From an optimization exercise on the open Yosys and OpenROAD flow, aimed at small area and a short achievable clock period; shortcuts taken in it are not production practice.
Only simulation tests tie the RTL to the original design; equivalence was not proved.

==> flow/design.v <==
`timescale 1ns/1ns
module VAR_LZC
#(
   parameter C_WIDTH          = 51,
   parameter C_LEADONE_WIDTH  = 6
)
  (
   input   [C_WIDTH-1:0]                data_I,
   output  reg [C_LEADONE_WIDTH-1:0]    leading_one_O,
   output  reg                          no_one_O
   );
    integer i;
  always @(*)begin
    leading_one_O = 0;
    no_one_O = 1'd1;
    for(i=0; i<C_WIDTH; i=i+1)begin
        if(data_I[i])begin
            leading_one_O = C_WIDTH-1'b1 -i;
            no_one_O = 1'd0;
        end
    end
  end
endmodule
`timescale 1ns/1ns  
module fma #(
    parameter       WORDWIDTH = 32,
    parameter       EXPONENTWIDTH = 8,
    parameter       MANTISSAWIDTH = 23
)(
    input wire                   clk_I,
    input wire                   rst_n_I,
    input wire [WORDWIDTH-1:0]           operand_a_I,
    input wire [WORDWIDTH-1:0]           operand_b_I,
    input wire [WORDWIDTH-1:0]           operand_c_I,
    input wire [2:0]                     rnd_mode,
    input                       gate,   
    output wire [WORDWIDTH-1:0]         result_O,
    output wire                         flag_overflow_O,
    output wire                         flag_underflow_O,
    output wire                         done_valid_O
);
localparam     BIAS = 2**(EXPONENTWIDTH-1)-1;
localparam     PRECISION = MANTISSAWIDTH+1;
localparam     SHIFT_WIDTH = $clog2(3*PRECISION+3);
localparam     EXPWIDTH = (EXPONENTWIDTH+2);
localparam     EXPONENT_MAX = 2**EXPONENTWIDTH-1;
localparam     EXPONENT_MIN = 0;
localparam     RNE = 0;
localparam     RTZ = 1;
localparam     RD  = 2;
localparam     RU  = 3;
localparam     RNM = 4;
reg [WORDWIDTH-1:0]   operand_a_d;
reg [WORDWIDTH-1:0]   operand_b_d;
reg [WORDWIDTH-1:0]   operand_c_d;
reg [2:0]             rnd_mode_d;
reg                   in_valid_d;
always @(posedge clk_I or negedge rst_n_I)begin
  if(~rst_n_I)begin
    operand_a_d <= 32'b0_00000000_00000000000000000000000;
    operand_b_d <= 32'b0_00000000_00000000000000000000000;
    operand_c_d <= 32'b0_00000000_00000000000000000000000;
    rnd_mode_d  <= 3'd0;
  end else if(~gate) begin 
    operand_a_d <= operand_a_I;
    operand_b_d <= operand_b_I;
    operand_c_d <= operand_c_I;
    rnd_mode_d  <= rnd_mode;
  end
end
always@(posedge clk_I or negedge rst_n_I)begin
  if(~rst_n_I)
    in_valid_d <= 1'b0;
  else if(~gate)
    in_valid_d <= 1'b1;
  else
    in_valid_d <= 1'b0;
end
wire                               sign_a;
wire                               sign_b;
wire                               sign_c;
wire         [EXPONENTWIDTH-1:0]   exponent_bias_a;
wire         [EXPONENTWIDTH-1:0]   exponent_bias_b;
wire         [EXPONENTWIDTH-1:0]   exponent_bias_c;
wire         [MANTISSAWIDTH-1:0]   mantissa_a;
wire         [MANTISSAWIDTH-1:0]   mantissa_b;
wire         [MANTISSAWIDTH-1:0]   mantissa_c;
wire                               flag_normal_a;
wire                               flag_normal_b;
wire                               flag_normal_c;
wire                               hidBit_a;
wire                               hidBit_b;  
wire                               hidBit_c;    
wire         [MANTISSAWIDTH:0]     significand_a;
wire         [MANTISSAWIDTH:0]     significand_b;
wire         [MANTISSAWIDTH:0]     significand_c;  
assign sign_a = operand_a_d[WORDWIDTH-1];
assign sign_b = operand_b_d[WORDWIDTH-1];
assign sign_c = operand_c_d[WORDWIDTH-1];
assign exponent_bias_a = operand_a_d[WORDWIDTH-2:MANTISSAWIDTH];
assign exponent_bias_b = operand_b_d[WORDWIDTH-2:MANTISSAWIDTH];
assign exponent_bias_c = operand_c_d[WORDWIDTH-2:MANTISSAWIDTH];
assign mantissa_a = operand_a_d[MANTISSAWIDTH-1:0];
assign mantissa_b = operand_b_d[MANTISSAWIDTH-1:0];
assign mantissa_c = operand_c_d[MANTISSAWIDTH-1:0];
assign flag_normal_a =  ((&exponent_bias_a) == 1'd1)
                        ? 1'd0
                        : (((|exponent_bias_a) == 1'd0)
                          ? 1'd0
                          : 1'd1);
assign flag_normal_b =  ((&exponent_bias_b) == 1'd1)
                        ? 1'd0
                        : (((|exponent_bias_b) == 1'd0)
                          ? 1'd0
                          : 1'd1);
assign flag_normal_c =  ((&exponent_bias_c) == 1'd1)
                        ? 1'd0
                        : (((|exponent_bias_c) == 1'd0)
                          ? 1'd0
                          : 1'd1);
assign hidBit_a = |exponent_bias_a;
assign hidBit_b = |exponent_bias_b;
assign hidBit_c = |exponent_bias_c;
assign significand_a = {hidBit_a,mantissa_a};
assign significand_b = {hidBit_b,mantissa_b};
assign significand_c = {hidBit_c,mantissa_c};
wire   flag_NAN_a;
wire   flag_NAN_b;
wire   flag_NAN_c;
wire   flag_INF_a;
wire   flag_INF_b;
wire   flag_INF_c;
wire   flag_subnormal_a;
wire   flag_subnormal_b;
wire   flag_subnormal_c;
wire   flag_zero_a;
wire   flag_zero_b;
wire   flag_zero_c;
assign flag_NAN_a = exponent_bias_a == {EXPONENTWIDTH{1'd1}}
                    ? ((mantissa_a == {MANTISSAWIDTH{1'd0}})
                        ? 0
                        : 1)
                    : 0;
assign flag_NAN_b = exponent_bias_b == {EXPONENTWIDTH{1'd1}}
                    ? ( mantissa_b == {MANTISSAWIDTH{1'd0}}
                        ? 0
                        : 1)
                    : 0;
assign flag_NAN_c = exponent_bias_c == {EXPONENTWIDTH{1'd1}}
                    ? ( mantissa_c == {MANTISSAWIDTH{1'd0}}
                        ? 0
                        : 1)
                    : 0;
assign flag_INF_a = exponent_bias_a == {EXPONENTWIDTH{1'd1}}
                    ? ( mantissa_a == {MANTISSAWIDTH{1'd0}}
                        ? 1
                        : 0)
                    : 0;
assign flag_INF_b = exponent_bias_b == {EXPONENTWIDTH{1'd1}}
                    ? ( mantissa_b == {MANTISSAWIDTH{1'd0}}
                        ? 1
                        : 0)
                    : 0;
assign flag_INF_c = exponent_bias_c == {EXPONENTWIDTH{1'd1}}
                    ? ( mantissa_c == {MANTISSAWIDTH{1'd0}}
                        ? 1
                        : 0)
                    : 0;
assign flag_subnormal_a = exponent_bias_a == {EXPONENTWIDTH{1'd0}}
                          ? (mantissa_a == {MANTISSAWIDTH{1'd0}}
                            ? 0
                            : 1)
                          : 0;
assign flag_subnormal_b = exponent_bias_b == {EXPONENTWIDTH{1'd0}}
                          ? (mantissa_b == {MANTISSAWIDTH{1'd0}}
                            ? 0
                            : 1)
                          : 0;
assign flag_subnormal_c = exponent_bias_c == {EXPONENTWIDTH{1'd0}}
                          ? (mantissa_c == {MANTISSAWIDTH{1'd0}}
                            ? 0
                            : 1)
                          : 0;
assign flag_zero_a = exponent_bias_a == {EXPONENTWIDTH{1'd0}}
                     ? (mantissa_a == {EXPONENTWIDTH{1'd0}}
                       ? 1
                       : 0)
                     : 0;
assign flag_zero_b = exponent_bias_b == {EXPONENTWIDTH{1'd0}}
                     ? (mantissa_b == {EXPONENTWIDTH{1'd0}}
                       ? 1
                       : 0)
                     : 0;
assign flag_zero_c = exponent_bias_c == {EXPONENTWIDTH{1'd0}}
                     ? (mantissa_c == {EXPONENTWIDTH{1'd0}}
                       ? 1
                       : 0)
                     : 0;
wire signed [EXPWIDTH-1:0]  exponent_addend;
wire signed [EXPWIDTH-1:0]  exponent_product;
wire signed [EXPWIDTH-1:0]  exponent_dif;
wire signed [EXPWIDTH-1:0]  exponent_alignment_result;
wire        [SHIFT_WIDTH-1:0]    shift_width_c;
wire        [3*PRECISION+3:0]    shift_c;            
wire        [PRECISION-1  :0]    shift_c_appendix;   
wire                             sticky_alignment;
assign exponent_addend = $signed({1'd0,exponent_bias_c})  +  $signed({1'd0,flag_subnormal_c});
assign exponent_product = (flag_zero_a || flag_zero_b)
                          ? (2 - $signed(BIAS))
                          : (   $signed({1'd0,exponent_bias_a}) + $signed({1'd0,flag_subnormal_a})
                                     + $signed({1'd0,exponent_bias_b}) + $signed({1'd0,flag_subnormal_b})
                                     - $signed(BIAS));
assign exponent_dif = exponent_addend - exponent_product;
assign exponent_alignment_result = (exponent_dif > 0)
                               ? exponent_addend
                               : exponent_product;
assign shift_width_c = (exponent_dif <= $signed(-2*PRECISION - 1))
                 ? 3*PRECISION + 4
                 : (exponent_dif <= $signed(PRECISION + 2)
                   ? $unsigned($signed(PRECISION) + 3 - exponent_dif)
                   : 0
                   );
assign {shift_c , shift_c_appendix} = (significand_c << (3*PRECISION + 4)) >> shift_width_c;
assign sticky_alignment = (| shift_c_appendix);
wire        [2*PRECISION-1:0]   product_ab;
assign product_ab = significand_a * significand_b;
wire        [3*PRECISION+3:0]   shift_ab;   
assign shift_ab = product_ab << 2;  
wire                     flag_effective_subtraction;
wire                     inject_carry_in;   
wire [3*PRECISION+3:0]   addend_temp_c;
wire [3*PRECISION+3:0]   sum;  
wire [3*PRECISION+4:0]   sum_temp;   
wire signed              flag_sum_positive;
wire                     sign_result;
assign flag_effective_subtraction = sign_a ^ sign_b ^ sign_c;
assign inject_carry_in = flag_effective_subtraction & (~sticky_alignment);
assign addend_temp_c = (flag_effective_subtraction) ? ~shift_c : shift_c;
assign sum_temp = shift_ab + addend_temp_c + inject_carry_in;
assign flag_sum_positive = sum_temp[3*PRECISION+4];
wire [3*PRECISION+4:0]   sum_negtive;
assign sum_negtive = -sum_temp;
assign sum = (flag_effective_subtraction && (~flag_sum_positive)) 
             ? sum_negtive[3*PRECISION+3:0]
             : sum_temp[3*PRECISION+3:0];
wire                    sign_product;
assign sign_product = sign_a ^ sign_b;
assign sign_result = (flag_effective_subtraction && (flag_sum_positive == sign_product) )
                     ? 1'b1
                     : (flag_effective_subtraction 
                        ? 1'b0
                        : sign_product
                       );
reg        [3*PRECISION+3:0]     sum_d;
reg signed [EXPWIDTH-1:0]   exponent_dif_d;
reg                              flag_effective_subtraction_d;
reg signed [EXPWIDTH-1:0]   exponent_product_d;
reg        [SHIFT_WIDTH-1:0]     shift_width_c_d;
reg signed [EXPWIDTH-1:0]   exponent_alignment_result_d;
reg                              sticky_alignment_d;
reg        [2:0]                 rnd_mode_d_d;
reg                              flag_NAN_a_d;
reg                              flag_NAN_b_d;
reg                              flag_NAN_c_d;
reg                              sign_result_d;
reg                              in_valid_d_d;
always @(*)begin
    sum_d = sum;
    exponent_dif_d = exponent_dif;
    flag_effective_subtraction_d = flag_effective_subtraction;
    exponent_product_d = exponent_product;
    shift_width_c_d = shift_width_c;
    exponent_alignment_result_d = exponent_alignment_result;
    sticky_alignment_d = sticky_alignment;
    rnd_mode_d_d = rnd_mode_d;
    flag_NAN_a_d = flag_NAN_a;
    flag_NAN_b_d = flag_NAN_b;
    flag_NAN_c_d = flag_NAN_c;  
    sign_result_d = sign_result;
    in_valid_d_d = in_valid_d;
end
parameter LEADONE_WIDTH = $clog2(2*PRECISION + 3);
wire        [LEADONE_WIDTH-1:0]   leading_zero_count;
wire                              flag_no_one;
wire        [SHIFT_WIDTH-1:0]     shift_width_norm;
wire signed [EXPWIDTH   -1:0]   exponent_norm_result;
wire        [PRECISION    :0]         significand_norm;     
wire        [2*PRECISION+2:0]     sticky_norm;      
wire signed [EXPWIDTH   -1:0]   exponent_norm_norm_result;
wire                              sticky_result;
VAR_LZC #(
  .C_WIDTH                (2*PRECISION + 3),
  .C_LEADONE_WIDTH        (LEADONE_WIDTH)
  ) LZC_U0(
   .data_I                (sum_d[2*PRECISION+2:0]),
   .leading_one_O         (leading_zero_count  ),
   .no_one_O              (flag_no_one         ) 
   );
assign shift_width_norm = ((exponent_dif_d <= 0)||(flag_effective_subtraction_d && (exponent_dif_d <= 2)))
                          ? ( (((exponent_product_d - $signed({1'd0,leading_zero_count}) +1)>= 0 )&&(!flag_no_one))
                              ? PRECISION+2+leading_zero_count
                              : $unsigned($signed(PRECISION)+2+exponent_dif_d)     
                          )
                          : shift_width_c_d;
assign exponent_norm_result = ((exponent_dif_d <= 0)||(flag_effective_subtraction_d && (exponent_dif_d <= 2)))
                              ? ( (((exponent_product_d - $signed({1'd0,leading_zero_count}) +1)>=0 )&&(!flag_no_one))
                                  ? exponent_product_d - $signed({1'd0,leading_zero_count}) +1
                                  : EXPONENT_MIN
                              )
                              : exponent_alignment_result_d;
wire [3*PRECISION+4:0]   sum_norm;    
assign sum_norm = sum_d << shift_width_norm;
assign {significand_norm,sticky_norm} = (sum_norm[3*PRECISION+4] == 1'd1)
                                        ? (sum_norm >> 1)
                                        : ((sum_norm[3*PRECISION+3] == 1'd1)
                                          ? sum_norm
                                          : ((sum_norm[3*PRECISION+2] == 1'd1)
                                            ? sum_norm << 1
                                            : 0
                                            )
                                        );    
assign exponent_norm_norm_result = (sum_norm[3*PRECISION+4] == 1'd1)
                                   ? (exponent_norm_result + 1)
                                   : ((sum_norm[3*PRECISION+3] == 1'd1)
                                    ? exponent_norm_result
                                    : ((sum_norm[3*PRECISION+2] == 1'd1)
                                      ? (exponent_norm_result - 1)
                                       : 0
                                       )
                                   );   
assign sticky_result = (|sticky_norm) | sticky_alignment_d;
wire        [EXPONENTWIDTH-1:0]                 exponent_bias_preround;
wire        [MANTISSAWIDTH-1:0]                 mantissa_preround;
wire        [EXPONENTWIDTH+MANTISSAWIDTH-1:0]   exponent_mantissa_round_i;
wire        [EXPONENTWIDTH+MANTISSAWIDTH-1:0]   exponent_mantissa_round_o;
wire        [1:0]                               round_sticky_bit;
wire                                            sign_round;
wire                                            flag_round_overflow_i;
wire                                            flag_round_underflow_i;
wire                                            flag_round_overflow_o;
wire                                            flag_round_underflow_o;
wire                                            flag_round_zero;
reg                                             round_success;
wire                                            round_odd;
assign flag_round_overflow_i = exponent_norm_norm_result >= EXPONENT_MAX;
assign flag_round_underflow_i= exponent_norm_norm_result == EXPONENT_MIN;
assign exponent_bias_preround =   flag_round_overflow_i
                                ? (EXPONENT_MAX-1)
                                : $unsigned(exponent_norm_norm_result[EXPONENTWIDTH-1:0] );
assign mantissa_preround      =   flag_round_overflow_i
                                ? 0   
                                : significand_norm[PRECISION-1:1];
assign exponent_mantissa_round_i = {exponent_bias_preround,mantissa_preround};
assign round_sticky_bit = flag_round_overflow_i? 2'b11 : {significand_norm[0],sticky_result};
assign round_odd = significand_norm[1];
always @(*)begin :round
  case(rnd_mode_d_d)
    RNE:     round_success = (round_sticky_bit[1] == 1'd0)? 0 : ((round_sticky_bit[0]==1'd0)? round_odd : 1'b1);
    RTZ:     round_success = 1'b0;
    RD:      round_success = (|round_sticky_bit)? sign_result: 1'b0;
    RU:      round_success = (|round_sticky_bit)? (~sign_result): 1'b0;
    RNM:     round_success = round_sticky_bit[1];
    default: round_success = 1'b0;
  endcase  
end
assign exponent_mantissa_round_o = exponent_mantissa_round_i + round_success;
assign flag_round_zero = (exponent_mantissa_round_o == 0) && (round_sticky_bit == 0);
assign sign_round = (flag_round_zero && flag_effective_subtraction_d)
                    ? (rnd_mode_d_d == RD)
                    : sign_result_d;
assign flag_round_overflow_o  = exponent_mantissa_round_o[EXPONENTWIDTH+MANTISSAWIDTH-1:MANTISSAWIDTH] == EXPONENT_MAX;
assign flag_round_underflow_o = exponent_mantissa_round_o[EXPONENTWIDTH+MANTISSAWIDTH-1:MANTISSAWIDTH] == EXPONENT_MIN;
wire                   flag_overflow_result;
wire                   flag_underflow_result;
wire [WORDWIDTH-1:0]   result;
assign flag_overflow_result  = (flag_round_overflow_i | flag_round_overflow_o);
assign flag_underflow_result = flag_round_underflow_o;
assign result = (flag_NAN_a_d | flag_NAN_b_d | flag_NAN_c_d) 
                  ? 0
                  : (   flag_round_underflow_o 
                        ? 0
                        : {sign_round,exponent_mantissa_round_o});
reg                   flag_overflow_result_d;
reg                   flag_underflow_result_d;
reg [WORDWIDTH-1:0]   result_d;
reg                   in_valid_d_d_d;
always@(posedge clk_I or negedge rst_n_I)begin
  if(~rst_n_I)begin
    flag_overflow_result_d <= 0;
    flag_underflow_result_d <= 0;
    result_d <= 0;
    in_valid_d_d_d <= 1'b0;
  end
  else begin
    flag_overflow_result_d <= flag_overflow_result;
    flag_underflow_result_d <= flag_underflow_result;
    result_d <= result;
    in_valid_d_d_d <= in_valid_d_d; 
  end
end
assign result_O = result_d;
assign flag_overflow_O = flag_overflow_result_d;
assign flag_underflow_O = flag_underflow_result_d;
assign done_valid_O = in_valid_d_d_d;
endmodule
==> flow/run.sh <==
#!/bin/bash
# synth_recipe.tcl (not shown) runs the flow's synth.tcl, then flattens the netlist and writes it again
# the make line also repeats each setting of config.mk as NAME=value (left out here)
make -C /OpenROAD-flow-scripts/flow DESIGN_CONFIG=/design/flow/config.mk WORK_HOME=/design/flow/orfs CLKGATE_MAP_FILE= SYNTH_SCRIPT=/design/flow/synth_recipe.tcl finish
==> flow/config.mk <==
export PLATFORM = sky130hd
export DESIGN_NAME = fma
export DESIGN_NICKNAME = fma
export VERILOG_FILES = /design/flow/design.v
export SDC_FILE = /design/flow/constraint.sdc
export NUM_CORES = 4
export LEC_CHECK = 0
export CAP_MARGIN = 20
export CORE_MARGIN = 2
export CORE_UTILIZATION = 40
export SLEW_MARGIN = 20
==> flow/constraint.sdc <==
create_clock -name core_clock -period 22.0 [get_ports {clk_I}]
set_input_delay 4.4000 -clock core_clock [delete_from_list [all_inputs] [get_ports {clk_I}]]
set_output_delay 4.4000 -clock core_clock [all_outputs]
set_load 0.01 [all_outputs]
==> run notes <==
==> metal layers <==
layer | share of wire | wire [um]
met5 | 0 | 0
met4 | 0.040 | 8890
met3 | 0.078 | 17400
met2 | 0.46 | 102000
met1 | 0.43 | 95300
==> logic make-up after synthesis <==
| kind of cell | share of synthesized area |
|---|---|
| AOI/OAI and AO/OA | 0.219 |
| xor gates and xnor gates | 0.0621 |
| adders and majority gates | 0.282 |
| buffers and inverters | 0.0824 |
| DFF | 0.0721 |
| muxes | 0.0713 |
| and+or+nand+nor | 0.212 |
==> cell usage in the layout, fill, tap and decap left out, types with 35 or more instances in the layout <==
cell,netlist,routed
clkdlybuf4s50_1,0,134
xor2_1,83,78
a21oi_1,279,262
fa_1,486,483
inv_1,600,599
and2_1,233,232
and3_1,36,36
a21o_1,81,80
nand4_1,83,83
nand3_1,128,128
o211ai_1,69,69
xnor2_1,249,246
mux2i_1,160,141
or3_1,37,35
nand2_1,758,754
a22oi_1,49,48
mux2_2,137,137
a31oi_1,57,54
a211oi_1,86,69
o22ai_1,95,90
ha_1,277,273
o21ai_0,246,221
buf_4,8,1535
nor2_1,393,389
dfrtp_1,135,135
nor4_1,71,59
nor3_1,157,151
==> per-stage QoR <==
| stage | setup TNS (ns) | cell area [um^2] | cells | hold slack (ns) |
|---|---|---|---|---|
| floorplan | 0 | 46900 | 6042 | 0.331 |
| global placement | -52.48 | 60500 | 8845 | 0.347 |
| detailed placement | -59.40 | 60500 | 8845 | 0.337 |
| CTS | 0 | 61300 | 8884 | 0.357 |
| global route | -1.29 | 62600 | 8923 | 0.366 |
| finish | 0 | 62600 | 8925 | 0.353 |
==> registers in the layout (all words and copies together), names as in the netlist, 3 cells and up <==
| register | flops |
|---|---|
| operand_a_d | 32 |
| operand_b_d | 32 |
| operand_c_d | 32 |
| result_d | 32 |
| rnd_mode_d | 3 |
==> final cells by class <==
cell class | instances | share of cell area
Antenna cell | 2 | 0.0000799
Clock buffer | 17 | 0.00679
Clock inverter | 15 | 0.00288
Inverter | 603 | 0.0362
Multi-Input combinational cell | 4918 | 0.652
Sequential cell | 135 | 0.0539
Tap cell | 1524 | 0.0305
Timing Repair Buffer | 1711 | 0.218
==> path summary, 6_finish.rpt <==
path                            cells after the start                        from                           endpoint  slack (ns)
max in group asynchronous                           3                     rst_n_I         operand_b_d[6]$_DFFE_PN0N_       16.35
worst max register to register                    106  operand_a_d[1]$_DFFE_PN0N_              result_d[6]$_DFF_PN0_        0.80
worst min register to register                      0        in_valid_d$_DFF_PN0_           in_valid_d_d_d$_DFF_PN0_        0.35
min in group asynchronous                           1                     rst_n_I  flag_underflow_result_d$_DFF_PN0_        3.79
worst min-delay path                                0        in_valid_d$_DFF_PN0_           in_valid_d_d_d$_DFF_PN0_        0.35
worst max-delay path                              106  operand_a_d[1]$_DFFE_PN0N_              result_d[6]$_DFF_PN0_        0.80
==> critical path: cells and delay by family, from the launching register on <==
family | cells | cell delay, ns
AOI/OAI and AO/OA | 41 | 8.64
adders and majority gates | 10 | 2.23
DFF | 1 | 0.42
buffers and inverters | 25 | 3.80
and+or+nand+nor | 26 | 5.33
xor gates and xnor gates | 4 | 0.66
==> what timing repair did <==
item,4_1_cts,5_1_grt
hold endpoints to repair,0,0
gates resized for setup,31,218
pin swaps,3,51
endpoints found under the setup margin,34,34
hold buffers,0,0
cloned,0,3
buffers inserted,7,36
==> results.json <==
{
  "finalSetupViolCount": 0,
  "avgRoutedWirePerCell_um": 25.1,
  "syn_inst": 6042,
  "path_common_cell": "buf_4",
  "port_buffers": 136,
  "synth-edff-count": 0,
  "yosysSeqAreaShare": 0.0721,
  "critical_path.slowest_cell": "or4b_2",
  "multi_input_area_um2": 40800,
  "gp_congestion": 1.02,
  "syn_area_um2": 46900,
  "ys_types": 124,
  "synthFlopType": "dfrtp_1",
  "finClkSkew_ns": 0.0208,
  "grt_use_met2": 0.600,
  "gr-total-overflow": 0,
  "cts_tree": "built",
  "hold_viol_final": 0,
  "cts_buffers": 17,
  "yosys.area.top_type": "fa_1",
  "synth_area_leaders": "fa_1 21%, ha_1 7.4%, dfrtp_1 7.2%",
  "max_slew.worst_pin.slew_ns": 1.28,
  "die_area_um2": 120000,
  "cts_buffer_depth": 2,
  "cts_root_buf": "clkbuf_16",
  "row_count": 125,
  "drtIter0Drc": 5183,
  "antenna_found_initial": 2,
  "worstSkewPairLatency_ns": 0.53,
  "ant_nets": 0,
  "synth-async-reset-ratio": 1.00,
  "yosysMostFrequentCell": "nand2_1",
  "hp-class": "flip-flop to flip-flop",
  "worstPathMaxFanout": 12,
  "path_class": "flip-flop to flip-flop",
  "coreArea_um2": 116000,
  "worst_ep_arrival_time_ns": 21.62,
  "die_h_um": 346,
  "gr-max-usage-layer": "met2",
  "via_count": 53100,
  "utilization": 0.539,
  "synthTopCellsByCount": "758 x nand2_1, 600 x inv_1, 486 x fa_1",
  "place_ws_ns": -1.93,
  "viasPerCell": 5.95,
  "finalNetCount": 8251,
  "worstPathRequired_ns": 22.42,
  "start_util": 0.403,
  "finalCritPeriodShare": 0.964,
  "track_usage": 0.368,
  "outcome": "no timing/DRC/antenna violations",
  "die-width_um": 346,
  "clock-sinks": 135,
  "slowest_delay_ns": 0.67,
  "area_growth_pct": 33.6,
  "regArea_um2": 3380,
  "grt_max_degree": 58,
  "io_pins": 137,
  "maxSlewHeadroom": 0.141,
  "fillers": 11200,
  "grt_pass1_wl_mm": 337,
  "synth_seq_cells": 135,
  "drive_gt1_frac": 0.278,
  "syn_avg_cell_area_um2": 7.75,
  "fin_crit_ns": 21.20,
  "first_global_vias": 52900,
  "fmax_mhz": 47.2,
  "met3_usage": 0.0569,
  "drv_cap": 0,
  "grtUsageMet1": 0.497,
  "start_kind": "flip-flop",
  "yosys.area.top_type_share": 0.208,
  "maxSlewViolCount": 0,
  "htree_levels": 4,
  "cp-end-kind": "flip-flop",
  "clk_pin_slew_ns": 0.07,
  "drc": 0,
  "yosys_warnings": 2,
  "worst_slack_ns": 0.795,
  "hpwl_mm": 187,
  "synth_nets": 6907,
  "drt-total-wl_mm": 224,
  "drtPass1Iterations": 6
}

separate check: timing with driven ports:
No port has a modelled driver above. Below, the same layout with a new extraction and two added sets of constraints. Step 1 sets driving cells, clkbuf_16 on the clock port and buf_2 on the other inputs (assumed; they add their load-dependent delay and slew). Step 2 moves the port delays by t, midway between the first and last clock arrival at a register: inputs arrive t later, outputs are due t later. That takes back most of the time a late clock gives input paths. Three values: no drivers, after step 1, after step 2; two values: the first two.
t, ns: 0.599
slack for setup (ns): 0.795 / 0.795 / 0.795
worst setup path at the end: register to register
worst data-port slew with drivers (ns): 0.09
After both steps this run still meets setup and hold. The setup slack of this run moves by 0.000 ns with the drivers and by 0.000 ns with both steps.
